This is an optimization exercise on Yosys and OpenROAD, whose aim is small area and a short achievable clock period, not a production implementation. RTL that was checked went through simulation tests only; none was proved equivalent to the original. The RTL of runs 1 to 3 was laid out without a check of its function. Power figures rest on the tool's default switching activity, not on a simulated workload.

$ cat design/flow/config.mk
export PLATFORM = sky130hd
export DESIGN_NAME = pifo_reg
export DESIGN_NICKNAME = pifo_reg
export VERILOG_FILES = /design/flow/design.v
export SDC_FILE = /design/flow/constraint.sdc
export NUM_CORES = 4
export LEC_CHECK = 0
export ABC_AREA = 1
export CAP_MARGIN = 20
export CORE_MARGIN = 2
export CORE_UTILIZATION = 40
export SLEW_MARGIN = 20
$ cat design/flow/constraint.sdc
create_clock -name core_clock -period 16.0 [get_ports {clk}]
set_input_delay 3.2000 -clock core_clock [delete_from_list [all_inputs] [get_ports {clk}]]
set_output_delay 3.2000 -clock core_clock [all_outputs]
set_load 0.01 [all_outputs]
$ cat design/flow/design.v
`timescale 1ns/1ps
module pifo_reg
#(
    parameter L2_REG_WIDTH = 4,
    parameter RANK_WIDTH = 16,
    parameter META_WIDTH = 12
)
(
    input                       rst,
    input                       clk,
    output reg                  full,
    input                       insert,
    input [RANK_WIDTH-1:0]      rank_in,
    input [META_WIDTH-1:0]      meta_in,
    output reg                  valid_out,
    input                       remove,
    output [RANK_WIDTH-1:0]     rank_out,
    output [META_WIDTH-1:0]     meta_out,
    output reg                  max_valid_out,
    output [RANK_WIDTH-1:0]     max_rank_out,
    output [META_WIDTH-1:0]     max_meta_out,
    output reg [L2_REG_WIDTH:0] num_entries,
    output reg                  empty
);
    localparam N  = 2**L2_REG_WIDTH;
    localparam RW = RANK_WIDTH;
    localparam MW = META_WIDTH;
    localparam SW = L2_REG_WIDTH;
    localparam DW = RW + MW;            
    localparam EW = DW + SW;            
    function automatic gt_tree(input [RW-1:0] a, input [RW-1:0] b, input cin);
        reg [RW-1:0] g, e;
        integer w, k;
        begin
            g = a & ~b;
            e = ~(a ^ b);
            for (w = RW; w > 1; w = w / 2)
                for (k = 0; k < w / 2; k = k + 1) begin
                    g[k] = g[2*k+1] | (e[2*k+1] & g[2*k]);
                    e[k] = e[2*k+1] & e[2*k];
                end
            gt_tree = g[0] | (e[0] & cin);
        end
    endfunction
    reg [EW-1:0] ent [0:N-1];
    reg [DW-1:0] max_d;
    reg [DW-1:0] p_d;
    reg [SW-1:0] p_slot;
    reg [N-1:0]  c;       
    reg          cm;      
    reg [N-1:0]  ld, up, hold;
    reg          op_rem;
    reg          max_new, max_sec, max_keep;
    reg          insert_ltch;
    reg          calc_min_max;
    wire [EW-1:0] new_ent  = {p_slot, p_d};
    reg [EW-1:0] cur [0:N-1];
    reg [EW-1:0] nxt_up, nxt_dn;
    integer i;
    always @(*) begin
        for (i = 0; i < N; i = i + 1) begin
            nxt_up = (i > 0) ? ent[i-1] : {EW{1'b0}};
            if (i < N-1) begin
                nxt_dn = ent[i+1];
                nxt_dn[DW +: SW] = ent[i+1][DW +: SW] - (ent[i+1][DW +: SW] > ent[0][DW +: SW]);
            end else
                nxt_dn = {EW{1'b0}};
            cur[i] = ({EW{ld[i]}}   & new_ent)
                   | ({EW{up[i]}}   & nxt_up)
                   | ({EW{op_rem}}  & nxt_dn)
                   | ({EW{hold[i]}} & ent[i]);
        end
    end
    wire [DW-1:0] cur_max = ({DW{max_new}}  & p_d)
                          | ({DW{max_sec}}  & ent[N-2][DW-1:0])
                          | ({DW{max_keep}} & max_d);
    assign rank_out     = cur[0][RW-1:0];
    assign meta_out     = cur[0][RW +: MW];
    assign max_rank_out = cur_max[RW-1:0];
    assign max_meta_out = cur_max[RW +: MW];
    always @(posedge clk) begin
        for (i = 0; i < N; i = i + 1)
            ent[i] <= cur[i];
        max_d <= cur_max;
    end
    wire nz      = |num_entries;
    wire is_full = num_entries[SW];
    wire do_rem  = remove & nz;
    wire do_ins  = ~do_rem & (insert | insert_ltch);
    wire [SW-1:0] cs_top = cur[N-1][DW +: SW];
    wire          rep_ok = is_full & ~remove;
    wire [N-1:0]  c_in;
    genvar g;
    generate
        for (g = 0; g < N; g = g + 1) begin : cmp
            wire v  = num_entries > g;
            wire sg = rep_ok & (cur[g][DW +: SW] > cs_top);
            assign c_in[g] = ~v | gt_tree(cur[g][RW-1:0], rank_in, sg);
        end
    endgenerate
    wire cm_in = nz & gt_tree(cur_max[RW-1:0], rank_in, 1'b0);
    wire [N-1:0] c_nx  = insert ? c_in : {1'b1, c[N-1:1]};
    wire         cm_nx = insert ? cm_in : (cm & nz);
    wire         go_ins = do_ins & ~rst;
    wire         go_rem = do_rem & ~rst;
    wire [N-1:0] ld_nx  = {N{go_ins}} & c_nx & ~{c_nx[N-2:0], 1'b0};
    wire [N-1:0] up_nx  = {N{go_ins}} & {c_nx[N-2:0], 1'b0};
    wire mn_nx = go_ins & (is_full ? (c_nx[N-1] & ~c_nx[N-2]) : ~cm_nx);
    wire ms_nx = go_ins & is_full & c_nx[N-2];
    always @(posedge clk) begin
        if (insert)
            p_d <= {meta_in, rank_in};
        c  <= c_nx;
        cm <= cm_nx;
        p_slot   <= is_full ? cs_top : num_entries[SW-1:0];
        ld       <= ld_nx;
        up       <= up_nx;
        hold     <= ~(({N{go_ins}} & c_nx) | {N{go_rem}});
        op_rem   <= go_rem;
        max_new  <= mn_nx;
        max_sec  <= ms_nx;
        max_keep <= ~(go_ins & (is_full ? c_nx[N-1] : ~cm_nx));
    end
    always @(posedge clk) begin
        if (rst) begin
            valid_out <= 1'b0;
            max_valid_out <= 1'b0;
        end else begin
            if (insert | remove) begin
                valid_out <= 1'b0;
                max_valid_out <= 1'b0;
            end
            if (calc_min_max & nz) begin
                valid_out <= 1'b1;
                max_valid_out <= 1'b1;
            end
        end
    end
    always @(posedge clk) begin
        if (rst) begin
            num_entries <= 0;
            calc_min_max <= 0;
            insert_ltch <= 0;
            empty <= 1'b0;
            full <= 1'b0;
        end else begin
            calc_min_max <= 0;
            if (do_rem) begin
                if (num_entries == 1)
                    empty <= 1'b1;
                if (!insert)
                    full <= 1'b0;
                num_entries <= num_entries - 1'b1;
                calc_min_max <= 1;
                insert_ltch <= insert;
            end else if (do_ins) begin
                if (!is_full) begin
                    full <= (num_entries == N-1);
                    num_entries <= num_entries + 1'b1;
                end else
                    full <= 1'b1;
                empty <= 1'b0;
                calc_min_max <= 1;
                insert_ltch <= 0;
            end
        end
    end
endmodule
$ cat design/flow/flow/run.sh
#!/bin/bash
# Standard ORFS layout, with plain buffers on the ports and timing repair
# aiming well below the clock period.
set -euo pipefail
bash standard.sh SETUP_SLACK_MARGIN=11 TNS_END_PERCENT=100 \
  "BUFFER_PORTS_ARGS=-buffer_cell sky130_fd_sc_hd__buf_4" finish > standard_flow.log 2>&1
$ cat design/flow/standard.sh
#!/bin/bash
# synth_recipe.tcl (not shown) runs the flow's synth.tcl, then flattens the netlist and writes it again
# the make line also repeats each setting of config.mk as NAME=value (left out here)
make -C /OpenROAD-flow-scripts/flow DESIGN_CONFIG=/design/flow/config.mk WORK_HOME=/design/flow/orfs CLKGATE_MAP_FILE= SYNTH_SCRIPT=/design/flow/synth_recipe.tcl "${@:-finish}"
==> results of run 1 <==
-- final timing paths --
check / startpoint / to / slack [ns] / depth (start not counted)
worst min register to register: max_d[17] / max_d[17] / 0.46 / 2
worst max register to register: ent[0][29] / ld[2] / 11.93 / 20
worst max-delay path: ld[0] / rank_out[12] / 10.83 / 6
worst min-delay path: max_d[17] / max_d[17] / 0.46 / 2
-- Yosys cell counts (3+ instances only) --
cell type  instances  share of area
xor2_1             3        0.00074
dfxtp_1          620           0.35
o221ai_1          24         0.0059
nand3_1           94          0.013
o22ai_1          370          0.065
nor2_2             4        0.00071
buf_4             44         0.0093
buf_2             27         0.0038
o211ai_1          13         0.0028
inv_1            551          0.058
clkinv_1          15         0.0016
a31oi_1            6         0.0011
a22oi_1            5         0.0011
edfxtp_1          28          0.024
ha_1             424           0.15
or2_2             15         0.0027
a21oi_1          555          0.078
o21bai_1           5         0.0011
buf_1             11         0.0012
a32oi_1           10         0.0025
clkbuf_1         178          0.019
a221o_1           62          0.018
nand4_1           61          0.011
nand2_1          717          0.076
o21ai_0          473          0.067
nor2_1           149          0.016
o2111ai_1         35         0.0087
nor3_1             4        0.00057
o21a_1            15         0.0032
inv_2              6        0.00064
a211oi_1           3        0.00064
buf_6              3        0.00095
-- cells by family after synthesis --
logic type | Yosys count | share of synthesized area
AOI/OAI and AO/OA | 1583 | 0.257
and+or+nand+nor | 1051 | 0.122
buffers and inverters | 837 | 0.0957
DFF | 648 | 0.374
adders and majority gates | 424 | 0.150
xor gates and xnor gates | 3 | 0.000743
-- sequential cells by signal, indices dropped and copies added (netlist names), 4 cells and up --
name,flops
ld,16
max_d,28
ent,512
p_slot,4
hold,16
p_d,28
num_entries,5
up,14
c,15
-- power groups by stage --
stage / Clock [mW] / Sequential (mW) / Combinational, mW
finish: 1.77 / 2.74 / 3.66
global route: 1.85 / 2.81 / 4.19
CTS: 1.78 / 2.73 / 3.61
detailed placement: 0 / 2.77 / 3.47
global placement: 0 / 2.77 / 3.39
floorplan: 0 / 2.61 / 2.59
-- layer usage --
layer | vias to the layer above | wire length (um) | share of wire
li1 | 16065 | - | -
met1 | 15810 | 54800 | 0.45
met2 | 959 | 55800 | 0.46
met3 | 193 | 6760 | 0.055
met4 | 0 | 4540 | 0.037
met5 | - | 0 | 0
-- area by class of cell --
class	instances	area share
Timing Repair Buffer	227	0.0474
Timing Repair inverter	1	0.000217
Inverter	572	0.0565
Tap cell	1165	0.0362
Multi-Input combinational cell	3061	0.469
Sequential cell	648	0.329
Clock inverter	22	0.00764
Clock buffer	113	0.0538
Antenna cell	1	0.0000621
-- worst min-delay path, cell delays in order (launching register included) --
cell and delay [ns]:
dfxtp_1 0.31, nand2_1 0.05, nand3_1 0.07
-- metrics by stage --
stage / hold WS, ns / setup WS (ns)
after floorplan: 0.419 / 11.33
after global placement: 0.445 / 10.51
after detailed placement: 0.447 / 10.52
after CTS: 0.464 / 10.87
after global routing: 0.479 / 10.76
final: 0.459 / 10.83
-- repair_timing --
action	4_1_cts	5_1_grt
hold buffers	0	0
buffers inserted	64	6
pin swaps	17	5
endpoints found under the hold margin	0	0
cloned	3	0
gates resized for setup	67	12
setup endpoints to repair	50	41
==> flow_summary.toml, run 1 <==
[worst_hold_path]
hold_path_class = "flip-flop to flip-flop"

[floorplan]
fp.dieW_um = 301
io_pins = 97
fp-row-count = 109
start_util = 0.402
die-area_sq_um = 90900
die_h_um = 301
core_sq_um = 88100

[global_routing]
top_usage_layer = "met2"
gr-usage-all-layers = 0.263
grt_util_met2 = 0.434
grt_max_degree = 94
grtUsageMet1 = 0.357
grt_pass1_vias = 32058
grt_pass1_wl_um = 186000
overflow = 0
antenna_found_initial = 1
use_met3 = 0.0286

[cells_and_area]
fin_area_sq_um = 40300
multi_input_area_sq_um = 18900
nets = 5041
area_delta_synth_final_pct = 13.9
final_common_cell = "nand2_1"
finalNonFillerCells = 5810
drive_above_1_share = 0.0909
seq_area_sq_um = 13300
num-fill-cells = 8837
final_cell_mix = "nand2_1, dfxtp_1, a21oi_1, inv_1, o21ai_0"
final_util = 0.458

[flow_run]
cap_violations = 0

[power_and_ir_drop]
leakage_nw = 17.8
swShare = 0.414
power_mw = 8.17
seq_power_share = 0.336
p_clk_frac = 0.217
p_sw_mw = 3.38
vdd_ir_drop_max_uv = 112
power.share.combinational = 0.448
power.density_nw_per_um2 = 203
intPower_mw = 4.79

[cts]
insertion_delay_ns = 0.63
htreeDepth = 3
path_clk_slew_ns = 0.06
cts_root_buf = "clkbuf_16"
clock_path_buffers = 3
cts_made_buffers = 74
cts_tree = "built"
clock-sinks = 648

[drt]
drtIter0Drc = 2807
wirelength_um = 122000
dr.pass1.iters = 6
final_antenna_net_count = 0
vias = 33027
wire_per_inst_um = 21.0
drc = 0
viasPerCell = 5.68

[timing]
maxSlewHeadroom = 0.299
setup_viol = 0
hold_violations = 0
fin_crit_sh = 0.323
finClkSkew_ns = 0.0195
fin_tns_setup_ns = 0
rsz0062_at_grt = "yes"
min_period_ns = 5.17
worst_pin_slew_ns = 1.05
max_freq_ghz = 0.194
report.final.slew_viol_count = 0

[place]
dpl.hpwl_um = 90400
postPlaceCellArea_sq_um = 36800
dp_cells = 5601
port_buffers = 96
place.gp.congestion = 0.878

[yosys]
synthFlopType = "dfxtp_1"
synth.net_count = 5002
syn_avg_cell_area_sq_um = 7.79
yosys_warnings = 3
synth_edf_count = 28
synth_seq_cells = 648
yosysUniqueCellTypes = 45
synthArstFlopShare = 0
syn_inst = 4546
mappedNetlistArea_sq_um = 35400
yosysSeqAreaShare = 0.374

[setup_path]
slowest_stage = "dfxtp_4"
crit_arrival_ns = 1.97
cp_cell_sequence = "buf_12 -> clkinvlp_4 -> buf_12 -> o211ai_1 -> buf_4 -> buf_4"
path_class = "flip-flop to output port"
worst_path_largest_cell_delay_ns = 0.36
critical-path-top-delay-family = "buffers and inverters"
end_kind = "output port"
critPathBufInv = 5
cp_data_required_time_ns = 12.80
cp_max_fo = 30
start_kind = "flip-flop"

[status]
status = "complete, no violations"
==> run 2, diff against run 1 <==
==> design/flow/flow/run.sh (replaced) <==
#!/bin/bash
# Standard ORFS layout, with plain buffers on the ports and timing repair
# aiming well below the clock period.
set -euo pipefail
bash standard.sh SETUP_SLACK_MARGIN=12 TNS_END_PERCENT=100 \
  "BUFFER_PORTS_ARGS=-buffer_cell sky130_fd_sc_hd__buf_4" finish > standard_flow.log 2>&1
==> run 2 against run 1 <==
First-iteration DRC count down 3.7%. Cell area up 16%. Highest routed layer unchanged. Sequential power about the same. Synthesized area unchanged. Maximum frequency up 2.8%. Critical endpoint is now meta_out[0].
==> flow_summary.toml, run 2 <==
[status]
status = "complete, no violations"

[worst_hold_path]
whs_path_depth = 2
worstHoldStart = "calc_min_max"
hold_path_class = "flip-flop to flip-flop"
worstHoldEndpoint = "max_valid_out"

[cts]
clock-sinks = 648
clock_path_buffers = 3
cts_tree = "built"
htreeDepth = 3
cts_root_buf = "clkbuf_16"
path_clk_slew_ns = 0.06
cts_made_buffers = 77
insertion_delay_ns = 0.64
cts_hold_buf = 0

[yosys]
synth_most_common_cell = "nand2_1"
syn_avg_cell_area_sq_um = 7.79
synth.net_count = 5002
synth_top_area_frac = 0.351
synthArstFlopShare = 0
synth_area_leaders = "dfxtp_1, ha_1, a21oi_1"
syn_inst = 4546
yosys_warnings = 3
yosys-top-cells-count = "nand2_1, dfxtp_1, a21oi_1"
synthFlopType = "dfxtp_1"
yosys.area.top_type = "dfxtp_1"
synth_seq_cells = 648
yosysUniqueCellTypes = 45
mappedNetlistArea_sq_um = 35400
synth_edf_count = 28
yosysSeqAreaShare = 0.374

[place]
port_buffers = 96
place.gp.congestion = 0.895
dp_cells = 5597
postPlaceCellArea_sq_um = 37000
place_ws_ns = 10.41
dpl.hpwl_um = 90200

[global_routing]
gr-usage-all-layers = 0.294
antenna_found_initial = 2
grt_max_degree = 91
grt_pass1_vias = 35061
grt_pass1_wl_um = 205000
overflow = 0

[power_and_ir_drop]
leakage_nw = 20.2
power.density_nw_per_um2 = 197
power_mw = 9.22
vdd_ir_drop_max_uv = 88.2

[drt]
route.met3.wl_um = 8140
vias = 35465
met1_length_um = 55300
maxUsedRoutingLayer = "met4"
wl_met2_um = 66600
viasPerCell = 5.81
final_antenna_net_count = 0
wire_per_inst_um = 23.2
wirelength_um = 141000
drc = 0
dr.pass1.iters = 5
drtIter0Drc = 2704

[cells_and_area]
seq_area_sq_um = 13300
area_delta_synth_final_pct = 32.0
final_common_cell = "dfxtp_1"
top_register = "ent"
final_util = 0.530
fin_area_sq_um = 46700
largest_registers = "ent x512, max_d x28, p_d x28"
drive_above_1_share = 0.223
nets = 5337
num-fill-cells = 8086
finalNonFillerCells = 6106
multi_input_area_sq_um = 21500
largest_register_ffs = 512
final_cell_mix = "dfxtp_1, nand2_1, a21oi_1, inv_1, o21ai_0"

[setup_path]
cp_max_fo = 2
crit_arrival_ns = 1.83
r2r_slack_ns = 11.07
r2r-end = "max_d[25]"
cp_data_required_time_ns = 12.80
worstRegToRegCells = 37
path_class = "flip-flop to output port"
end_kind = "output port"
start_kind = "flip-flop"
timing.rr.start = "max_keep"

[floorplan]
io_pins = 97
fp.dieW_um = 301
die-area_sq_um = 90900
fp-row-count = 109
start_util = 0.402
die_h_um = 301
core_sq_um = 88100

[timing]
fin_tns_setup_ns = 0
fin_crit_sh = 0.314
layout_setup_ws_ns = 10.97
rsz0062_at_grt = "yes"
hold_violations = 0
maxSlewHeadroom = 0.245
worst_pin_slew_ns = 1.13
setup_viol = 0
finClkSkew_ns = 0.0281
report.final.slew_viol_count = 0
whs_ns = 0.444
min_period_ns = 5.03
max_freq_ghz = 0.199

[flow_run]
cap_violations = 0
## run 2: cell counts after synthesis
No cell type changed its count.
## run 2: logic make-up (layout without fill, tap and decap cells)
family          count (synthesis)  after routing  share of synthesized area
compound gates               1583           1583                      0.257
xor+xnor                        3              3                   0.000743
fa+ha+maj                     424            424                      0.150
other cells                     0              1                          0
simple gates                 1051           1052                      0.122
buf+inv                       837           1230                     0.0957
flops                         648            648                      0.374
## run 2: how the worst max path moves through the flow
stage	start	to	slack (ns)
floorplan	rank_in[15]	max_new	11.36
global placement	op_rem	rank_out[13]	10.42
detailed placement	op_rem	rank_out[13]	10.41
CTS	p_d[16]	meta_out[0]	10.91
global route	max_keep	max_d[25]	10.97
finish	p_d[16]	meta_out[0]	10.97
## run 2: routing by layer
layer / track usage / up-vias
li1: - / 16669
met1: 0.350 / 16945
met2: 0.496 / 1388
met3: 0.0354 / 463
met4: 0.200 / 0
met5: 0 / -
## run 2: layout make-up
cell class / count / share of cell area
Tap cell: 1165 / 0.0312
Multi-Input combinational cell: 3062 / 0.459
Antenna cell: 1 / 0.0000536
Clock inverter: 19 / 0.00474
Sequential cell: 648 / 0.285
Timing Repair inverter: 8 / 0.00212
Clock buffer: 119 / 0.0503
Timing Repair Buffer: 512 / 0.117
Inverter: 572 / 0.0507
## run 2: critical path, stage by stage, from the launching register on
cell and delay, ns:
edfxtp_1 0.46, clkinvlp_4 0.24, o211ai_1 0.32, buf_4 0.18
## run 2: report_power, final
part	switching, mW	internal, mW	leakage, nW
logic	2.66	1.97	13.5
registers	0.442	2.33	5.47
clock network	0.741	1.07	1.27
total	3.84	5.37	20.2
## run 2: what timing repair did
item | in CTS | in global routing
cloned | 23 | 4
gates resized for setup | 537 | 248
hold endpoints to repair | 0 | 0
endpoints found under the setup margin | 137 | 133
buffers inserted | 278 | 65
pin swaps | 161 | 149
==> run 3, diff against run 2 <==
--- a/design/flow/design.v
+++ b/design/flow/design.v
@@ -50,6 +50,7 @@
     reg          cm;      
     reg [N-1:0]  ld, up, hold;
     reg          op_rem;
+    reg          op_rem0;     
     reg          max_new, max_sec, max_keep;
     reg          insert_ltch;
     reg          calc_min_max;
@@ -67,7 +68,7 @@
                 nxt_dn = {EW{1'b0}};
             cur[i] = ({EW{ld[i]}}   & new_ent)
                    | ({EW{up[i]}}   & nxt_up)
-                   | ({EW{op_rem}}  & nxt_dn)
+                   | ({EW{(i == 0) ? op_rem0 : op_rem}} & nxt_dn)
                    | ({EW{hold[i]}} & ent[i]);
         end
     end
@@ -103,6 +104,7 @@
     wire         cm_nx = insert ? cm_in : (cm & nz);
     wire         go_ins = do_ins & ~rst;
     wire         go_rem = do_rem & ~rst;
+    wire         go_rem0 = go_rem & (num_entries != 1);
     wire [N-1:0] ld_nx  = {N{go_ins}} & c_nx & ~{c_nx[N-2:0], 1'b0};
     wire [N-1:0] up_nx  = {N{go_ins}} & {c_nx[N-2:0], 1'b0};
     wire mn_nx = go_ins & (is_full ? (c_nx[N-1] & ~c_nx[N-2]) : ~cm_nx);
@@ -115,8 +117,9 @@
         p_slot   <= is_full ? cs_top : num_entries[SW-1:0];
         ld       <= ld_nx;
         up       <= up_nx;
-        hold     <= ~(({N{go_ins}} & c_nx) | {N{go_rem}});
+        hold     <= ~(({N{go_ins}} & c_nx) | {{(N-1){go_rem}}, go_rem0});
         op_rem   <= go_rem;
+        op_rem0  <= go_rem0;
         max_new  <= mn_nx;
         max_sec  <= ms_nx;
         max_keep <= ~(go_ins & (is_full ? c_nx[N-1] : ~cm_nx));
==> design/flow/flow/run.sh (replaced) <==
#!/bin/bash
# Standard ORFS layout, with plain buffers on the ports and timing repair
# aiming well below the clock period.
set -euo pipefail
bash standard.sh SETUP_SLACK_MARGIN=11 TNS_END_PERCENT=100 \
  "BUFFER_PORTS_ARGS=-buffer_cell sky130_fd_sc_hd__buf_4" finish > standard_flow.log 2>&1
==> run 3 against run 2 <==
Global-route usage shrank 2.4 points. Register-to-register slack gained 0.71 ns. Critical endpoint is now rank_out[0]. Sequential power is essentially flat. Combinational power shrank about 20%. Sequential cell count grew 1. Total power shrank 11%.
==> flow_summary.toml, run 3 <==
[status]
status = "complete, no violations"

[cells_and_area]
multi_input_area_sq_um = 18900
num-fill-cells = 8737
final_cell_mix = "nand2_1, dfxtp_1, a21oi_1, inv_1, o21ai_0"
top_register = "ent"
area_delta_synth_final_pct = 14.3
seq_area_sq_um = 13300
drive_above_1_share = 0.0956
largest_registers = "ent x512, max_d x28, p_d x28"
antennaDiodeCount = 0
largest_register_ffs = 512
final_common_cell = "nand2_1"
nets = 5043
fin_area_sq_um = 40400

[worst_hold_path]
worstHoldEndpoint = "ent[14][23]"
worstHoldStart = "ent[15][23]"
whs_path_depth = 2
hold_path_class = "flip-flop to flip-flop"

[drt]
final_antenna_net_count = 0
viasPerCell = 5.68
dr.pass1.iters = 5
wirelength_um = 125000
drtIter0Drc = 2421
vias = 33007
wire_per_inst_um = 21.5
drc = 0

[cts]
clock-sinks = 649
cts_tree = "built"
htreeDepth = 3
insertion_delay_ns = 0.63
cts_hold_buf = 0
cts_root_buf = "clkbuf_16"
path_clk_slew_ns = 0.06
cts_made_buffers = 78
clock_path_buffers = 3

[yosys]
synth.net_count = 4990
mappedNetlistArea_sq_um = 35400
yosysSeqAreaShare = 0.375
syn_avg_cell_area_sq_um = 7.80
synth_most_common_cell = "nand2_1"
syn_inst = 4534
yosys-top-cells-count = "nand2_1, dfxtp_1, inv_1"
synthArstFlopShare = 0
synth_seq_cells = 649
synth_top_area_frac = 0.351
yosysUniqueCellTypes = 42
yosys.area.top_type = "dfxtp_1"
synthFlopType = "dfxtp_1"
yosys_warnings = 3
synth_edf_count = 28
synth_area_leaders = "dfxtp_1, ha_1, a21oi_1"

[timing]
report.final.slew_viol_count = 0
min_period_ns = 5.04
max_freq_ghz = 0.199
maxSlewHeadroom = 0.232
layout_setup_ws_ns = 10.96
fin_crit_sh = 0.315
rsz0062_at_grt = "yes"
fin_tns_setup_ns = 0
finClkSkew_ns = 0.0369
worst_pin_slew_ns = 1.14
setup_viol = 0
hold_violations = 0

[global_routing]
overflow = 0
gr-usage-all-layers = 0.269
grt_pass1_vias = 32674
grt_max_degree = 144
antenna_found_initial = 0
grt_pass1_wl_um = 191000

[floorplan]
fp-row-count = 109
die-area_sq_um = 90800
io_pins = 97
core_sq_um = 88000
start_util = 0.402
fp.dieW_um = 301
die_h_um = 301

[setup_path]
cp_data_required_time_ns = 12.80
crit_start = "p_d[0]"
path_class = "flip-flop to output port"
worstRegToRegCells = 15
timing.rr.start = "op_rem"
start_kind = "flip-flop"
r2r-end = "ld[8]"
crit_arrival_ns = 1.84
cp_max_fo = 2
r2r_slack_ns = 11.78
end_kind = "output port"

[power_and_ir_drop]
leakage_nw = 17.9
vdd_ir_drop_max_uv = 95.9
power.density_nw_per_um2 = 204

[place]
place_ws_ns = 10.54
postPlaceCellArea_sq_um = 36800
place.gp.congestion = 0.903
dpl.hpwl_um = 91600
port_buffers = 96

[flow_run]
cap_violations = 0
[run 3: cell count changes in the layout (fill, tap and decap cells not counted), moves of 44 or more]
cell and delta:
buf_6 -137, nand2_1 +115, ha_1 +88, ha_4 -88
nand2_2 -83, buf_4 -67, nand2_4 -57, nor2_1 +46
a21oi_2 -44
[run 3: critical path, cell delays in order (launching register included)]
cell and delay, ns:
edfxtp_1 0.53, clkinvlp_4 0.29, o221ai_4 0.27, buf_6 0.14
[run 3: area by class of cell]
type | count | share of cell area
Multi-Input combinational cell | 3037 | 0.468
Clock buffer | 107 | 0.0545
Sequential cell | 649 | 0.329
Inverter | 584 | 0.0575
Timing Repair Buffer | 236 | 0.0480
Clock inverter | 31 | 0.00693
Timing Repair inverter | 1 | 0.000186
Tap cell | 1165 | 0.0361
[run 3: worst max-delay path by stage]
stage	slack [ns]	endpoint	cells past startpoint
6_report	10.96	rank_out[0]	3
4_1_cts	10.92	rank_out[9]	4
5_1_grt	10.95	meta_out[8]	3
3_3_place_gp	10.52	rank_out[5]	3
3_5_place_dp	10.54	hold[14]	14
2_1_floorplan	11.32	hold[14]	13
[run 3: logic make-up (layout without fill, tap and decap cells)]
family,count (synthesis),in the layout,synth area share
fa+ha+maj,424,424,0.150
flops,649,649,0.375
buf+inv,848,959,0.0957
simple gates,1040,1040,0.122
xor+xnor,3,3,0.000743
compound gates,1570,1570,0.257
[run 3: stage by stage]
step | hold WS [ns] | instances | utilization | power (mW)
floorplan | 0.420 | 4534 | - | 5.24
global placement | 0.441 | 5590 | 0.418 | 6.25
detailed placement | 0.443 | 5591 | 0.419 | 6.33
CTS | 0.461 | 5796 | 0.457 | 8.20
global route | 0.483 | 5810 | 0.459 | 8.93
finish | 0.451 | 5810 | 0.459 | 8.25
[run 3: report_power, final]
part	internal, mW	switching [mW]	leakage (nW)
clock network	1.03	0.735	1.23
logic	1.43	2.29	11.2
registers	2.33	0.427	5.47
[run 3: repair_timing]
action,4_1_cts,5_1_grt
resized for setup,76,16
pin swaps,13,10
setup endpoints to repair,56,27
cloned,1,0
buffers inserted,66,14
[run 3: routing by layer]
| layer | vias to the layer above | track usage | routed length [um] |
|---|---|---|---|
| li1 | 16052 | - | - |
| met1 | 15849 | 0.340 | 53900 |
| met2 | 890 | 0.462 | 59500 |
| met3 | 216 | 0.0343 | 5920 |
| met4 | 0 | 0.113 | 5450 |
| met5 | - | 0 | 0 |
==> run 4, diff against run 3 <==
--- a/design/flow/design.v
+++ b/design/flow/design.v
@@ -48,13 +48,17 @@
     reg [SW-1:0] p_slot;
     reg [N-1:0]  c;       
     reg          cm;      
-    reg [N-1:0]  ld, up, hold;
-    reg          op_rem;
-    reg          op_rem0;     
+    reg          op_any;      
+    reg          op_rem;      
+    reg          ld0, dn0, hold0;
     reg          max_new, max_sec, max_keep;
     reg          insert_ltch;
     reg          calc_min_max;
     wire [EW-1:0] new_ent  = {p_slot, p_d};
+    wire [N-1:0] ld   = {{(N-1){op_any}} & c[N-1:1] & ~c[N-2:0], ld0};
+    wire [N-1:0] up   = {{(N-1){op_any}} & c[N-2:0], 1'b0};
+    wire [N-1:0] dn   = {{(N-1){op_rem}}, dn0};
+    wire [N-1:0] hold = {~(({(N-1){op_any}} & c[N-1:1]) | {(N-1){op_rem}}), hold0};
     reg [EW-1:0] cur [0:N-1];
     reg [EW-1:0] nxt_up, nxt_dn;
     integer i;
@@ -68,7 +72,7 @@
                 nxt_dn = {EW{1'b0}};
             cur[i] = ({EW{ld[i]}}   & new_ent)
                    | ({EW{up[i]}}   & nxt_up)
-                   | ({EW{(i == 0) ? op_rem0 : op_rem}} & nxt_dn)
+                   | ({EW{dn[i]}}     & nxt_dn)
                    | ({EW{hold[i]}} & ent[i]);
         end
     end
@@ -105,8 +109,6 @@
     wire         go_ins = do_ins & ~rst;
     wire         go_rem = do_rem & ~rst;
     wire         go_rem0 = go_rem & (num_entries != 1);
-    wire [N-1:0] ld_nx  = {N{go_ins}} & c_nx & ~{c_nx[N-2:0], 1'b0};
-    wire [N-1:0] up_nx  = {N{go_ins}} & {c_nx[N-2:0], 1'b0};
     wire mn_nx = go_ins & (is_full ? (c_nx[N-1] & ~c_nx[N-2]) : ~cm_nx);
     wire ms_nx = go_ins & is_full & c_nx[N-2];
     always @(posedge clk) begin
@@ -115,11 +117,11 @@
         c  <= c_nx;
         cm <= cm_nx;
         p_slot   <= is_full ? cs_top : num_entries[SW-1:0];
-        ld       <= ld_nx;
-        up       <= up_nx;
-        hold     <= ~(({N{go_ins}} & c_nx) | {{(N-1){go_rem}}, go_rem0});
+        op_any   <= go_ins;
         op_rem   <= go_rem;
-        op_rem0  <= go_rem0;
+        ld0      <= go_ins & c_nx[0];
+        dn0      <= go_rem0;
+        hold0    <= ~((go_ins & c_nx[0]) | go_rem0);
         max_new  <= mn_nx;
         max_sec  <= ms_nx;
         max_keep <= ~(go_ins & (is_full ? c_nx[N-1] : ~cm_nx));
==> run 4 against run 3 <==
Via count shrank 1.1%. Critical path type unchanged. Clock power shrank 3%. Cell area shrank 2.2%. Global-route usage shrank 1.8 points. Final cell count shrank 1.3%. Sequential cell count shrank 42. Count of clock-buffer cells in the layout grew 10. Setup slack lost 0.021 ns. Synthesized cell count shrank 1.2%.
==> flow_summary.toml, run 4 <==
[cts]
cts_tree = "built"
htreeDepth = 3
path_clk_slew_ns = 0.06
insertion_delay_ns = 0.63
cts_root_buf = "clkbuf_16"
clock_path_buffers = 3
clock-sinks = 607
cts_hold_buf = 0
cts_made_buffers = 72

[yosys]
synth_top_area_frac = 0.332
syn_avg_cell_area_sq_um = 7.79
synthArstFlopShare = 0
syn_inst = 4480
synth_edf_count = 28
yosysUniqueCellTypes = 57
yosys.area.top_type = "dfxtp_1"
yosys-top-cells-count = "nand2_1, dfxtp_1, ha_1"
synth_most_common_cell = "nand2_1"
synth_area_leaders = "dfxtp_1, nand2_1, ha_1"
synth.net_count = 4936
yosys_warnings = 3
synthFlopType = "dfxtp_1"
yosysSeqAreaShare = 0.356
mappedNetlistArea_sq_um = 34900
synth_seq_cells = 607

[timing]
rsz0062_at_grt = "yes"
report.final.slew_viol_count = 0
worst_pin_slew_ns = 1.06
maxSlewHeadroom = 0.292
max_freq_ghz = 0.198
fin_crit_sh = 0.316
setup_viol = 0
hold_violations = 0
finClkSkew_ns = 0.0235
fin_tns_setup_ns = 0
min_period_ns = 5.06
layout_setup_ws_ns = 10.94

[cells_and_area]
seq_area_sq_um = 12500
area_delta_synth_final_pct = 13.3
top_register = "ent"
final_common_cell = "nand2_1"
largest_register_ffs = 512
num-fill-cells = 8686
multi_input_area_sq_um = 20000
final_cell_mix = "nand2_1, dfxtp_1, ha_1, o2111ai_1, a21oi_1"
largest_registers = "ent x512, max_d x28, p_d x28"
nets = 4981
drive_above_1_share = 0.106

[worst_hold_path]
hold_path_class = "flip-flop to flip-flop"

[power_and_ir_drop]
seq_power_share = 0.350
leakage_nw = 16.7
intPower_mw = 4.59
power.share.combinational = 0.430
p_sw_mw = 3.22
power.density_nw_per_um2 = 198
swShare = 0.412
p_clk_frac = 0.219
vdd_ir_drop_max_uv = 103

[floorplan]
die_h_um = 299
start_util = 0.403
die-area_sq_um = 89600
core_sq_um = 86600
io_pins = 97
fp.dieW_um = 299
fp-row-count = 108

[setup_path]
r2r_slack_ns = 11.33
end_kind = "output port"
cp_data_required_time_ns = 12.80
cp_max_fo = 4
crit_arrival_ns = 1.86
path_class = "flip-flop to output port"
start_kind = "flip-flop"

[drt]
viasPerCell = 5.69
drc = 0
vias = 32630
wirelength_um = 116000
final_antenna_net_count = 0
drtIter0Drc = 2267
dr.pass1.iters = 7
wire_per_inst_um = 20.2

[global_routing]
grt_pass1_wl_um = 180000
gr-usage-all-layers = 0.252
grt_pass1_vias = 31873
grt_max_degree = 90
overflow = 0
antenna_found_initial = 0

[place]
dpl.hpwl_um = 86000
place_ws_ns = 10.51
place.gp.congestion = 0.907
port_buffers = 96

[flow_run]
cap_violations = 0

[status]
status = "complete, no violations"
## run 4: cell types whose count changed in the layout (fill, tap and decap cells not counted), moves of 42 or more
| cell | change |
|---|---|
| a21oi_1 | -268 |
| o22ai_1 | -334 |
| inv_1 | -285 |
| o21ai_0 | -209 |
| o2111ai_1 | +277 |
| dfxtp_1 | -42 |
| a221oi_1 | +47 |
| a221o_1 | -52 |
| nand2_1 | +748 |
## run 4: logic make-up after synthesis
family | synth area share
AND/OR/NAND/NOR | 0.205
adder cells (fa/ha/maj) | 0.152
AO/OA/AOI/OAI | 0.215
XOR/XNOR | 0.000251
buffers and inverters | 0.0711
flip-flops | 0.356
## run 4: worst paths after layout
kind	cells past startpoint	endpoint	from
min	2	max_d[16]	max_d[16]
max	5	rank_out[8]	ld0
min reg2reg	2	max_d[16]	max_d[16]
max reg2reg	16	c[7]	op_rem
## run 4: power by group through the flow
stage / Sequential (mW) / Combinational, mW / Clock, mW
3_3_place_gp: 2.75 / 3.17 / 0
3_5_place_dp: 2.75 / 3.24 / 0
5_1_grt: 2.81 / 3.85 / 1.80
6_report: 2.73 / 3.36 / 1.71
4_1_cts: 2.73 / 3.32 / 1.74
2_1_floorplan: 2.58 / 2.40 / 0
## run 4: cell type report
class,count,area share
Antenna cell,1,0.0000633
Clock buffer,117,0.0566
Clock inverter,13,0.00500
Inverter,300,0.0309
Multi-Input combinational cell,3303,0.506
Sequential cell,607,0.315
Tap cell,1155,0.0365
Timing Repair Buffer,240,0.0497
Timing Repair inverter,1,0.000190
## run 4: worst max-delay path, cell delays in order (launching register included)
cell,delay (ns)
dfxtp_4,0.36
buf_4,0.16
clkinvlp_4,0.10
buf_4,0.18
o211ai_1,0.25
buf_4,0.18
## run 4: timing repair
item / in CTS / in global routing
pin swaps: 16 / 9
cloned: 1 / 1
endpoints found under the setup margin: 51 / 33
resized for setup: 41 / 18
buffers inserted: 61 / 21
## run 4: metal layers
metal / track usage / routed length, um
met1: 0.336 / 52200
met2: 0.422 / 53600
met3: 0.0320 / 5800
met4: 0.0796 / 4010
met5: 0 / 0
## run 4: stage by stage
stage	hold slack [ns]	power [mW]	instance area (sq um)	instances	utilization
final	0.458	7.81	39500	5737	0.456
after global routing	0.486	8.45	39500	5736	0.456
after CTS	0.462	7.79	39200	5714	0.453
after detailed placement	0.449	5.99	36200	5522	0.418
after global placement	0.449	5.92	36200	5522	0.418
after floorplan	0.435	4.98	34900	4480	-
==> run 5, diff against run 4 <==
--- a/design/flow/config.mk
+++ b/design/flow/config.mk
@@ -8,5 +8,6 @@
 export ABC_AREA = 1
 export CAP_MARGIN = 20
 export CORE_MARGIN = 2
-export CORE_UTILIZATION = 40
+export CORE_UTILIZATION = 65
+export CTS_CLUSTER_SIZE = 30
 export SLEW_MARGIN = 20
==> run 5 against run 4 <==
Cell area decreased by 2.7%. Non-clock buffer count decreased by 21. Core utilization increased by 27 points. Worst hold slack improved by 0.0023 ns. Clock power decreased by 9%. Critical path type unchanged. Largest cell class unchanged.
==> flow_summary.toml, run 5 <==
[setup_path]
cp_data_required_time_ns = 12.80
end_kind = "output port"
cp_cell_sequence = "clkinvlp_4 -> o211ai_1 -> buf_4"
worst_path_largest_cell_delay_ns = 0.46
crit_arrival_ns = 1.90
r2r_slack_ns = 11.22
worstRegToRegCells = 15
cp_max_fo = 3
start_kind = "flip-flop"
timing.rr.start = "op_rem"
slowest_stage = "edfxtp_1"
path_class = "flip-flop to output port"
r2r-end = "max_new"

[drt]
wirelength_um = 111000
viasPerCell = 6.40
wire_per_inst_um = 21.2
drc = 0
dr.pass1.iters = 8
vias = 33508
drtIter0Drc = 2874
final_antenna_net_count = 0

[power_and_ir_drop]
p_clk_frac = 0.205
power.share.combinational = 0.434
vdd_ir_drop_max_uv = 152
leakage_nw = 16.5
intPower_mw = 4.44
swShare = 0.416
seq_power_share = 0.360
power.density_nw_per_um2 = 198
p_sw_mw = 3.16

[global_routing]
antenna_found_initial = 0
gr-usage-all-layers = 0.391
overflow = 0
grt_pass1_vias = 32375
grt_pass1_wl_um = 174000
grt_max_degree = 171

[yosys]
synth_seq_cells = 607
synthArstFlopShare = 0
yosys.area.top_type = "dfxtp_1"
mappedNetlistArea_sq_um = 34900
synth.mux.area_fraction = 0
yosys.area_share.adder = 0.152
syn_avg_cell_area_sq_um = 7.79
synthFlopType = "dfxtp_1"
yosysSeqAreaShare = 0.356
synth_compound_area_frac = 0.215
yosys_warnings = 3
synth.net_count = 4936
synth_area_leaders = "dfxtp_1, nand2_1, ha_1"
yosysUniqueCellTypes = 57
yosys-top-cells-count = "nand2_1, dfxtp_1, ha_1"
synth_top_family_by_area = "compound AO/OA/AOI/OAI gates"
syn_inst = 4480
synth-simple-area-share = 0.205
synth_most_common_cell = "nand2_1"
synth_top_area_frac = 0.332
synth_edf_count = 28
synth_xor_xnor_area_share = 0.000251

[cts]
cts_hold_buf = 0
insertion_delay_ns = 0.63
cts_root_buf = "clkbuf_16"
clock-sinks = 607
cts_made_buffers = 67
clock_path_buffers = 3
path_clk_slew_ns = 0.06
htreeDepth = 3
cts_tree = "built"

[worst_hold_path]
hold_path_class = "flip-flop to flip-flop"
worstHoldStart = "max_d[18]"
whs_path_depth = 2
worstHoldEndpoint = "max_d[18]"

[timing]
worst_pin_slew_ns = 1.08
rsz0062_at_grt = "yes"
report.final.slew_viol_count = 0
hold_violations = 0
fin_tns_setup_ns = 0
max_freq_ghz = 0.196
setup_viol = 0
fin_crit_sh = 0.319
min_period_ns = 5.10
maxSlewHeadroom = 0.275
finClkSkew_ns = 0.0274

[flow_run]
cap_violations = 0

[cells_and_area]
nets = 4954
area_delta_synth_final_pct = 10.3
multi_input_area_sq_um = 20000
antennaDiodeCount = 0
drive_above_1_share = 0.0987
seq_area_sq_um = 12400
final_common_cell = "nand2_1"
largest_register_ffs = 512
num-fill-cells = 4334
final_cell_mix = "nand2_1, dfxtp_1, ha_1, o2111ai_1, a21oi_1"
largest_registers = "ent x512, max_d x28, p_d x28"
fin_area_sq_um = 38500
top_register = "ent"

[place]
postPlaceCellArea_sq_um = 35600
dpl.hpwl_um = 79400
port_buffers = 96
place.gp.congestion = 0.949

[status]
status = "complete, no violations"

[floorplan]
io_pins = 97
fp-row-count = 84
fp.dieW_um = 236
die_h_um = 236
core_sq_um = 52800
start_util = 0.661
die-area_sq_um = 55500
[run 5: logic make-up after synthesis]
family,after synthesis
buffers and inverters,570
AO/OA/AOI/OAI,1093
AND/OR/NAND/NOR,1785
adder cells (fa/ha/maj),424
flip-flops,607
XOR/XNOR,1
[run 5: timing repair]
item | 4_1_cts | 5_1_grt
setup buffers | 37 | 28
endpoints found under the setup margin | 27 | 33
gates resized for setup | 21 | 17
pin swaps | 8 | 9
[run 5: per-layer routing]
layer / wire [um] / vias to the layer above / global-route usage
met5: 0 / - / 0
met4: 5970 / 0 / 0.207
met3: 8740 / 311 / 0.0630
met2: 51500 / 1525 / 0.647
met1: 45000 / 15812 / 0.491
li1: - / 15860 / -
[run 5: cell type report]
| class | count | area share |
|---|---|---|
| multi-input cells | 3303 | 0.520 |
| clock buffers | 101 | 0.0514 |
| flip-flops and latches | 607 | 0.323 |
| well taps | 688 | 0.0224 |
| inverters | 300 | 0.0316 |
| repair buffers | 219 | 0.0459 |
| clock inverters | 18 | 0.00517 |
[run 5: stage by stage]
| step | hold WS [ns] | util | instances | power (mW) | setup slack, ns |
|---|---|---|---|---|---|
| detailed placement | 0.449 | 0.675 | 5052 | 5.92 | 10.48 |
| global route | 0.488 | 0.729 | 5236 | 8.20 | 10.86 |
| CTS | 0.460 | 0.723 | 5208 | 7.52 | 10.92 |
| floorplan | 0.435 | - | 4480 | 4.98 | 11.31 |
| global placement | 0.437 | 0.675 | 5052 | 5.83 | 10.61 |
| finish | 0.460 | 0.729 | 5236 | 7.61 | 10.90 |
[run 5: how the worst max path moves through the flow]
stage,end,slack [ns],depth (start not counted),startpoint
final,rank_out[15],10.90,3,p_d[15]
after global routing,rank_out[15],10.86,3,p_d[15]
after global placement,max_new,10.61,14,rank_in[5]
after detailed placement,c[7],10.48,11,rank_in[15]
after floorplan,max_new,11.31,10,rank_in[15]
after CTS,rank_out[15],10.92,3,p_d[15]
[run 5: critical path, delay by kind of cell (launching register included)]
| family | cells | cell delay (ns) |
|---|---|---|
| AO/OA/AOI/OAI | 1 | 0.40 |
| buffers and inverters | 2 | 0.44 |
| flip-flops | 1 | 0.46 |
[run 5: power by group through the flow]
stage,sequential (mW),combinational [mW],clock [mW]
CTS,2.72,3.23,1.57
global route,2.81,3.76,1.63
detailed placement,2.75,3.17,0
floorplan,2.58,2.40,0
finish,2.74,3.30,1.56
global placement,2.74,3.09,0
==> run 6, diff against run 5 <==
--- a/design/flow/config.mk
+++ b/design/flow/config.mk
@@ -8,6 +8,6 @@
 export ABC_AREA = 1
 export CAP_MARGIN = 20
 export CORE_MARGIN = 2
-export CORE_UTILIZATION = 65
+export CORE_UTILIZATION = 55
 export CTS_CLUSTER_SIZE = 30
 export SLEW_MARGIN = 20
==> run 6 against run 5 <==
Die area grew 18%. Clock power rose by 4%. Cell area increased by 0.77%. Critical path depth unchanged. Maximum frequency increased by 2.1%. Combinational power about the same. Synthesized cell count unchanged. Synthesized area is the same. Highest routed layer is now met5.
==> flow_summary.toml, run 6 <==
[cells_and_area]
largest_register_ffs = 512
num-fill-cells = 5982
drive_above_1_share = 0.0977
area_delta_synth_final_pct = 11.1
largest_registers = "ent x512, max_d x28, p_d x28"
antennaDiodeCount = 0
final_cell_mix = "nand2_1, dfxtp_1, ha_1, o2111ai_1, a21oi_1"
fin_area_sq_um = 38800
nets = 4958
top_register = "ent"
final_common_cell = "nand2_1"

[drt]
wirelength_um = 115000
dr.pass1.iters = 5
wire_per_inst_um = 21.3
drc = 0
vias = 32689
drtIter0Drc = 2638
viasPerCell = 6.05
final_antenna_net_count = 0

[setup_path]
path_class = "flip-flop to output port"
cp_cell_sequence = "clkinvlp_4 -> o211ai_1 -> buf_4"
cp_max_fo = 3
start_kind = "flip-flop"
worst_path_largest_cell_delay_ns = 0.48
critical-path-top-delay-family = "flip-flops"
crit_arrival_ns = 1.80
cp_data_required_time_ns = 12.80
critPathBufInv = 2
end_kind = "output port"
slowest_stage = "edfxtp_1"

[yosys]
yosys_warnings = 3
synthFlopType = "dfxtp_1"
synth_seq_cells = 607
yosysSeqAreaShare = 0.356
yosys.area.top_type = "dfxtp_1"
synth_area_leaders = "dfxtp_1, nand2_1, ha_1"
synth_top_area_frac = 0.332
synth_edf_count = 28
yosys-top-cells-count = "nand2_1, dfxtp_1, ha_1"
mappedNetlistArea_sq_um = 34900
synthArstFlopShare = 0
synth.net_count = 4936
yosysUniqueCellTypes = 57
syn_avg_cell_area_sq_um = 7.79
synth_most_common_cell = "nand2_1"
syn_inst = 4480

[worst_hold_path]
hold_path_class = "flip-flop to flip-flop"

[place]
postPlaceCellArea_sq_um = 35900
dpl.hpwl_um = 83200
place.gp.congestion = 0.899
port_buffers = 96

[floorplan]
fp.dieW_um = 256
die_h_um = 256
fp-row-count = 92
io_pins = 97
start_util = 0.555
core_sq_um = 62900
die-area_sq_um = 65500

[timing]
worst_pin_slew_ns = 1.04
min_period_ns = 5.00
maxSlewHeadroom = 0.309
setup_viol = 0
hold_violations = 0
report.final.slew_viol_count = 0
finClkSkew_ns = 0.0270
max_freq_ghz = 0.200
fin_tns_setup_ns = 0
rsz0062_at_grt = "yes"
fin_crit_sh = 0.312

[global_routing]
grt_max_degree = 87
grt_pass1_vias = 31573
antenna_found_initial = 1
overflow = 0
gr-usage-all-layers = 0.343
grt_pass1_wl_um = 178000

[cts]
clock-sinks = 607
cts_tree = "built"
cts_made_buffers = 71
insertion_delay_ns = 0.63
cts_root_buf = "clkbuf_16"
path_clk_slew_ns = 0.06
htreeDepth = 3
clock_path_buffers = 3

[power_and_ir_drop]
leakage_nw = 16.6
vdd_ir_drop_max_uv = 121
power.density_nw_per_um2 = 198

[flow_run]
cap_violations = 0

[status]
status = "complete, no violations"
## run 6: cell counts after synthesis
No cell type changed its count.
## run 6: area by class of cell
class / count / area [sq um] / share of cell area
multi-input cells: 3303 / 20000 / 0.516
flip-flops and latches: 607 / 12400 / 0.321
clock buffers: 120 / 2230 / 0.0574
repair buffers: 219 / 1780 / 0.0458
inverters: 300 / 1190 / 0.0308
well taps: 846 / 1060 / 0.0273
clock inverters: 7 / 52.6 / 0.00136
## run 6: path summary, 6_finish.rpt
kind,from,to,slack (ns),cells after the start
worst max-delay path,p_d[12],rank_out[12],11.00,3
worst min register to register,max_d[18],max_d[18],0.45,2
worst min-delay path,max_d[18],max_d[18],0.45,2
worst max register to register,op_rem,c[13],11.26,16
## run 6: cell families (layout without fill, tap and decap cells)
| logic type | Yosys count | after routing | share of synthesized area |
|---|---|---|---|
| flops | 607 | 607 | 0.356 |
| compound gates | 1093 | 1093 | 0.215 |
| buf+inv | 570 | 646 | 0.0711 |
| xor+xnor | 1 | 1 | 0.000251 |
| simple gates | 1785 | 1785 | 0.205 |
| fa+ha+maj | 424 | 424 | 0.152 |
## run 6: timing repair
item | CTS | global route
gates resized for setup | 29 | 19
buffers inserted | 40 | 15
hold buffers | 0 | 0
endpoints found under the setup margin | 50 | 46
gates cloned | 0 | 1
pin swaps | 12 | 12
## run 6: power breakdown
| part | switching [mW] | leakage [nW] | total (mW) | internal (mW) |
|---|---|---|---|---|
| clock network | 0.676 | 1.11 | 1.62 | 0.944 |
| logic | 1.98 | 10.3 | 3.31 | 1.33 |
| registers | 0.527 | 5.12 | 2.74 | 2.21 |
| total | 3.18 | 16.6 | 7.67 | 4.49 |
## run 6: stage by stage
step	worst slack (ns)	power [mW]	std cells	utilization	hold slack [ns]
after floorplan	11.31	4.98	4480	-	0.435
after detailed placement	10.55	5.95	5219	0.570	0.444
final	11.00	7.67	5402	0.617	0.455
after global placement	10.57	5.91	5219	0.570	0.441
after CTS	10.96	7.62	5386	0.613	0.459
after global routing	10.97	8.30	5402	0.617	0.489
## run 6: worst register-to-register path, cell delays in order, from the launching register on
cell       delay (ns)
dfxtp_4          0.69
buf_6            0.48
buf_6            0.51
buf_6            0.57
nor2_2           0.32
buf_4            0.31
nand2_1          0.12
o2111ai_1        0.20
ha_1             0.37
nand2_1          0.06
nor2_1           0.15
nand2_1          0.14
nor4_1           0.33
o2111ai_1        0.18
nand4_1          0.11
nand2_1          0.05
o21ai_0          0.09
## run 6: routing by layer
metal / vias to the layer above / part of all wire / global-route usage
li1: 15874 / - / -
met1: 15494 / 0.43 / 0.447
met2: 1061 / 0.47 / 0.573
met3: 258 / 0.059 / 0.0382
met4: 2 / 0.046 / 0.149
met5: - / 0.000087 / 0
==> run 7, diff against run 6 <==
==> design/flow/flow/run.sh (replaced) <==
#!/bin/bash
# Standard ORFS layout, with plain buffers on the ports and timing repair
# aiming well below the clock period.
set -euo pipefail
bash standard.sh SETUP_SLACK_MARGIN=11.3 TNS_END_PERCENT=100 \
  "BUFFER_PORTS_ARGS=-buffer_cell sky130_fd_sc_hd__buf_4" finish > standard_flow.log 2>&1
==> run 7 against run 6 <==
Still clean. Non-clock buffer count grew 183. Global-route usage grew 2.0 points. Clock skew grew 0.0046 ns. Clock power is essentially flat. Final cell count grew 3.4%. Setup slack gained 0.0066 ns. Total power grew 5.6%. Worst hold slack gained 0.011 ns. Die area is the same. Sequential power is essentially flat. Cell area grew 7.5%.
==> flow_summary.toml, run 7 <==
[status]
status = "complete, no violations"

[place]
place_ws_ns = 10.55
place.gp.congestion = 0.899
port_buffers = 96
dpl.hpwl_um = 83200

[yosys]
synth_most_common_cell = "nand2_1"
synth.net_count = 4936
yosysUniqueCellTypes = 57
synthArstFlopShare = 0
yosys_warnings = 3
synth_top_area_frac = 0.332
syn_avg_cell_area_sq_um = 7.79
yosysSeqAreaShare = 0.356
synthFlopType = "dfxtp_1"
mappedNetlistArea_sq_um = 34900
yosys-top-cells-count = "nand2_1, dfxtp_1, ha_1"
syn_inst = 4480
yosys.area.top_type = "dfxtp_1"
synth_edf_count = 28
synth_seq_cells = 607
synth_area_leaders = "dfxtp_1, nand2_1, ha_1"

[floorplan]
core_sq_um = 62900
fp-row-count = 92
fp.dieW_um = 256
die_h_um = 256
die-area_sq_um = 65500
start_util = 0.555
io_pins = 97

[drt]
wirelength_um = 124000
viasPerCell = 6.10
wire_per_inst_um = 22.2
drc = 0
maxUsedRoutingLayer = "met5"
met1_length_um = 50500
route.met3.wl_um = 8550
final_antenna_net_count = 0
drtIter0Drc = 2850
vias = 34041
wl_met2_um = 57600
dr.pass1.iters = 7

[cells_and_area]
final_cell_mix = "nand2_1, dfxtp_1, ha_1, o2111ai_1, a21oi_1"
largest_register_ffs = 512
nets = 5141
drive_above_1_share = 0.157
largest_registers = "ent x512, max_d x28, p_d x28"
antennaDiodeCount = 0
final_common_cell = "nand2_1"
area_delta_synth_final_pct = 19.4
num-fill-cells = 5528
top_register = "ent"

[timing]
hold_violations = 0
worst_pin_slew_ns = 1.03
report.final.slew_viol_count = 0
fin_tns_setup_ns = 0
setup_viol = 0
fin_crit_sh = 0.312
min_period_ns = 4.99
finClkSkew_ns = 0.0316
maxSlewHeadroom = 0.312
layout_setup_ws_ns = 11.01
max_freq_ghz = 0.200
rsz0062_at_grt = "yes"

[global_routing]
grt_pass1_vias = 32911
overflow = 0
gr-usage-all-layers = 0.362
grt_pass1_wl_um = 187000
grt_max_degree = 87
antenna_found_initial = 1

[setup_path]
cp_max_fo = 2
cp_data_required_time_ns = 12.80
r2r-end = "max_d[20]"
path_class = "flip-flop to output port"
end_kind = "output port"
worstRegToRegCells = 37
r2r_slack_ns = 11.04
crit_arrival_ns = 1.79
start_kind = "flip-flop"
timing.rr.start = "max_keep"

[worst_hold_path]
whs_path_depth = 2
hold_path_class = "flip-flop to flip-flop"
worstHoldEndpoint = "ent[1][27]"
worstHoldStart = "ent[0][27]"

[cts]
htreeDepth = 3
cts_made_buffers = 71
clock-sinks = 607
clock_path_buffers = 3
cts_root_buf = "clkbuf_16"
cts_tree = "built"
insertion_delay_ns = 0.63
path_clk_slew_ns = 0.06

[power_and_ir_drop]
vdd_ir_drop_max_uv = 122
leakage_nw = 18.0
power.density_nw_per_um2 = 194

[flow_run]
cap_violations = 0
-- run 7: cell counts after synthesis --
Identical to the previous run, type by type.
-- run 7: how the worst max path moves through the flow --
stage,from,endpoint,depth (start not counted)
final,p_d[10],rank_out[10],3
after global routing,max_keep,max_d[20],37
after CTS,p_d[27],meta_out[11],4
after detailed placement,rank_in[15],c[8],11
after global placement,rank_in[15],max_new,12
after floorplan,rank_in[15],max_new,10
-- run 7: logic make-up after synthesis --
group | after synthesis | synth area share
adder cells (fa/ha/maj) | 424 | 0.152
AND/OR/NAND/NOR | 1785 | 0.205
AO/OA/AOI/OAI | 1093 | 0.215
XOR/XNOR | 1 | 0.000251
buffers and inverters | 570 | 0.0711
flip-flops | 607 | 0.356
-- run 7: through the flow --
step / power (mW) / utilization / hold slack (ns) / instance area (sq um) / std cells
after floorplan: 4.98 / - / 0.435 / 34900 / 4480
after global placement: 5.91 / 0.570 / 0.441 / 35900 / 5219
after detailed placement: 5.95 / 0.570 / 0.444 / 35900 / 5219
after CTS: 7.87 / 0.644 / 0.459 / 40500 / 5523
after global routing: 8.73 / 0.663 / 0.496 / 41700 / 5585
final: 8.10 / 0.663 / 0.466 / 41700 / 5585
-- run 7: where the power goes --
part | leakage (nW) | total, mW | internal (mW) | switching (mW)
logic | 11.8 | 3.71 | 1.59 | 2.12
clock network | 1.11 | 1.62 | 0.945 | 0.678
registers | 5.12 | 2.77 | 2.21 | 0.556
total | 18.0 | 8.10 | 4.75 | 3.35
-- run 7: what timing repair did --
action                                  in CTS  in global routing
hold endpoints to repair                     0                  0
setup buffers                              170                 59
gates resized for setup                    205                125
endpoints found under the setup margin      74                 79
cloned                                       7                  3
pin swaps                                   50                 43
hold buffers                                 0                  0
-- run 7: per-layer routing --
layer	vias to the layer above	global-route usage
li1	16259	-
met1	16160	0.459
met2	1277	0.602
met3	343	0.0467
met4	2	0.191
met5	-	0
-- run 7: worst max-delay path, cell delays in order, from the launching register on --
cell	delay, ns
edfxtp_1	0.44
clkinvlp_4	0.21
o211ai_1	0.33
buf_4	0.18
-- run 7: final cells by class --
type / instances / area, sq um / area share
tap: 846 / 1060 / 0.0254
clock buffer: 120 / 2230 / 0.0534
multi-input combinational: 3303 / 20600 / 0.495
timing repair buffer: 402 / 4000 / 0.0959
inverter: 300 / 1250 / 0.0299
clock inverter: 7 / 52.6 / 0.00126
sequential: 607 / 12500 / 0.299
==> run 8, diff against run 7 <==
==> design/flow/flow/run.sh (replaced) <==
#!/bin/bash
# Standard ORFS layout, with plain buffers on the ports and timing repair
# aiming well below the clock period.
set -euo pipefail
bash standard.sh SETUP_SLACK_MARGIN=11 TNS_END_PERCENT=50 \
  "BUFFER_PORTS_ARGS=-buffer_cell sky130_fd_sc_hd__buf_4" finish > standard_flow.log 2>&1
--- a/design/flow/config.mk
+++ b/design/flow/config.mk
@@ -9,5 +9,6 @@
 export CAP_MARGIN = 20
 export CORE_MARGIN = 2
 export CORE_UTILIZATION = 55
+export CTS_CLUSTER_DIAMETER = 80
 export CTS_CLUSTER_SIZE = 30
 export SLEW_MARGIN = 20
==> run 8 against run 7 <==
Count of clock-buffer cells in the layout fell by 78. Sequential share of layout area up 3.1 points. Final cell count fell by 4.4%. Cell area down 9.4%. First-iteration DRC count down 12%. Clock skew shrank 0.0099 ns. Sequential power shrank 1%. Largest power group unchanged.
==> flow_summary.toml, run 8 <==
[place]
place.gp.congestion = 0.899
dpl.hpwl_um = 83200
place_ws_ns = 10.55
dp_cells = 5219
port_buffers = 96
postPlaceCellArea_sq_um = 35900

[timing]
finClkSkew_ns = 0.0218
report.final.slew_viol_count = 0
whs_ns = 0.465
min_period_ns = 5.00
layout_setup_ws_ns = 11.00
maxSlewHeadroom = 0.293
fin_crit_sh = 0.312
hold_violations = 0
max_freq_ghz = 0.200
setup_viol = 0
fin_tns_setup_ns = 0
rsz0062_at_grt = "yes"
worst_pin_slew_ns = 1.06

[setup_path]
r2r-end = "c[13]"
cp_max_fo = 13
slowest_stage = "dfxtp_4"
r2r_slack_ns = 11.28
cp_cell_sequence = "clkinvlp_4 -> buf_12 -> o211ai_1 -> buf_4"
critPathBufInv = 3
end_kind = "output port"
worst_path_largest_cell_delay_ns = 0.39
crit_arrival_ns = 1.80
critical-path-top-delay-family = "buffers and inverters"
cp_data_required_time_ns = 12.80
timing.rr.start = "op_rem"
worstRegToRegCells = 16
start_kind = "flip-flop"
path_class = "flip-flop to output port"

[cts]
cts_root_buf = "clkbuf_16"
insertion_delay_ns = 0.60
htreeDepth = 2
clock-sinks = 607
cts_made_buffers = 37
path_clk_slew_ns = 0.10
clock_path_buffers = 3
cts_hold_buf = 0
cts_tree = "built"

[cells_and_area]
final_util = 0.601
drive_above_1_share = 0.0915
nets = 4923
fin_area_sq_um = 37800
top_register = "ent"
finalNonFillerCells = 5340
largest_register_ffs = 512
final_common_cell = "nand2_1"
final_cell_mix = "nand2_1, dfxtp_1, ha_1, o2111ai_1, a21oi_1"
largest_registers = "ent x512, max_d x28, p_d x28"
area_delta_synth_final_pct = 8.21
num-fill-cells = 6076

[power_and_ir_drop]
leakage_nw = 16.1
power.density_nw_per_um2 = 189
power_mw = 7.13
vdd_ir_drop_max_uv = 115

[yosys]
mappedNetlistArea_sq_um = 34900
synth_seq_cells = 607
synth_top_area_frac = 0.332
synth_area_leaders = "dfxtp_1, nand2_1, ha_1"
synth_most_common_cell = "nand2_1"
syn_avg_cell_area_sq_um = 7.79
yosysUniqueCellTypes = 57
synth.net_count = 4936
synthArstFlopShare = 0
yosysSeqAreaShare = 0.356
yosys.area.top_type = "dfxtp_1"
syn_inst = 4480
yosys-top-cells-count = "nand2_1, dfxtp_1, ha_1"
synth_edf_count = 28
yosys_warnings = 3
synthFlopType = "dfxtp_1"

[drt]
dr.pass1.iters = 5
final_antenna_net_count = 0
drtIter0Drc = 2500
viasPerCell = 6.06
vias = 32356
drc = 0
wire_per_inst_um = 21.3
wirelength_um = 114000

[floorplan]
die_h_um = 256
die-area_sq_um = 65500
fp-row-count = 92
io_pins = 97
start_util = 0.555
core_sq_um = 62900
fp.dieW_um = 256

[worst_hold_path]
hold_path_class = "flip-flop to flip-flop"
whs_path_depth = 2
worstHoldStart = "max_d[21]"
worstHoldEndpoint = "max_d[21]"

[global_routing]
overflow = 0
gr-usage-all-layers = 0.337
grt_pass1_wl_um = 176000
grt_max_degree = 87
antenna_found_initial = 1
grt_pass1_vias = 31067

[flow_run]
cap_violations = 0

[status]
status = "complete, no violations"
## run 8: cell types whose count changed in the layout (fill, tap and decap cells not counted), sizes merged
cell | before | now
buf | 399 | 216
bufinv | 0 | 1
clkbuf | 123 | 44
clkinv | 8 | 18
clkinvlp | 31 | 16
diode | 0 | 1
inv | 268 | 288
## run 8: where the power goes
group / total [mW] / internal (mW) / switching [mW] / leakage, nW
clock network: 1.10 / 0.494 / 0.608 / 0.621
registers: 2.73 / 2.20 / 0.527 / 5.12
logic: 3.30 / 1.33 / 1.97 / 10.3
## run 8: cell type report
cell class	instances	area (sq um)	share of cell area
clock inverters	23	245	0.00650
flip-flops and latches	607	12400	0.330
clock buffers	42	1010	0.0267
well taps	846	1060	0.0280
multi-input cells	3303	20000	0.530
inverters	300	1190	0.0316
repair buffers	218	1790	0.0475
diodes	1	2.50	0.0000663
## run 8: cell families (layout without fill, tap and decap cells)
kind of cell	after synthesis	after routing	share of synthesized area
flip-flops	607	607	0.356
other	0	1	0
XOR/XNOR	1	1	0.000251
AO/OA/AOI/OAI	1093	1093	0.215
buffers and inverters	570	583	0.0711
AND/OR/NAND/NOR	1785	1785	0.205
adder cells (fa/ha/maj)	424	424	0.152
## run 8: worst max-delay path by stage
stage                      from      endpoint  slack (ns)  cells after the start
floorplan           rank_in[15]       max_new       11.31                     10
global placement    rank_in[15]       max_new       10.57                     12
detailed placement  rank_in[15]          c[8]       10.55                     11
CTS                     p_d[10]  rank_out[10]       10.82                      3
global route            p_d[10]  rank_out[10]       10.95                      3
finish                      ld0  rank_out[10]       11.00                      4
## run 8: timing repair
action	4_1_cts	5_1_grt
gates resized for setup	28	23
cloned	0	2
buffers inserted	32	21
pin swaps	5	11
setup endpoints to repair	50	46
## run 8: worst register-to-register path, stage by stage (launching register included)
cell	delay (ns)
dfxtp_4	0.68
buf_6	0.48
buf_6	0.50
buf_6	0.57
nor2_2	0.33
buf_4	0.31
nand2_1	0.12
o2111ai_1	0.19
ha_1	0.36
nand2_1	0.06
nor2_1	0.14
nand2_1	0.14
nor4_1	0.31
o2111ai_1	0.18
nand4_1	0.11
nand2_1	0.05
o21ai_0	0.10
## run 8: metal layers
metal	share of wire	track usage
met1	0.43	0.446
met2	0.47	0.571
met3	0.053	0.0318
met4	0.043	0.127
met5	0.000088	0

[what the ideal ports hide]
The results above use ideal ports. As a check the final layouts listed here were re-extracted and re-timed, cells and wires unchanged. Step 1, drivers: a clkbuf_16 drives clk and a buf_2 each remaining input, both assumed. Step 2 also shifts input and output timing later by t, the mid clock arrival at the registers, as if the neighbouring blocks saw the same clock. a / b / c = no drivers / after step 1 / after step 2; a / b = the first two.
run	shift t [ns]	setup WS [ns]	latest minus earliest clock arrival (ns)	slew at the worst register clock pin (ns)	cell pins on the clock port's net
run 1	0.693	10.834 / 10.764 / 10.479	0.026 / 0.025	0.06 / 0.06	1
run 2	0.699	10.974 / 10.900 / 10.746	0.029 / 0.029	0.07 / 0.07	1
run 3	0.679	10.962 / 10.895 / 10.547	0.037 / 0.038	0.06 / 0.06	1
run 4	0.681	10.941 / 10.880 / 10.521	0.027 / 0.028	0.06 / 0.06	1
run 5	0.677	10.900 / 10.834 / 10.363	0.028 / 0.028	0.07 / 0.07	1
run 6	0.680	11.005 / 10.937 / 10.471	0.029 / 0.029	0.06 / 0.06	1
run 7	0.679	11.011 / 10.944 / 10.742	0.032 / 0.032	0.06 / 0.06	1
run 8	0.662	11.002 / 10.934 / 10.497	0.024 / 0.024	0.11 / 0.11	1
After both steps every run listed still meets setup and hold. For run 5, which loses most, drivers alone change the setup slack by -0.066 ns; drivers and shift together by -0.537 ns.
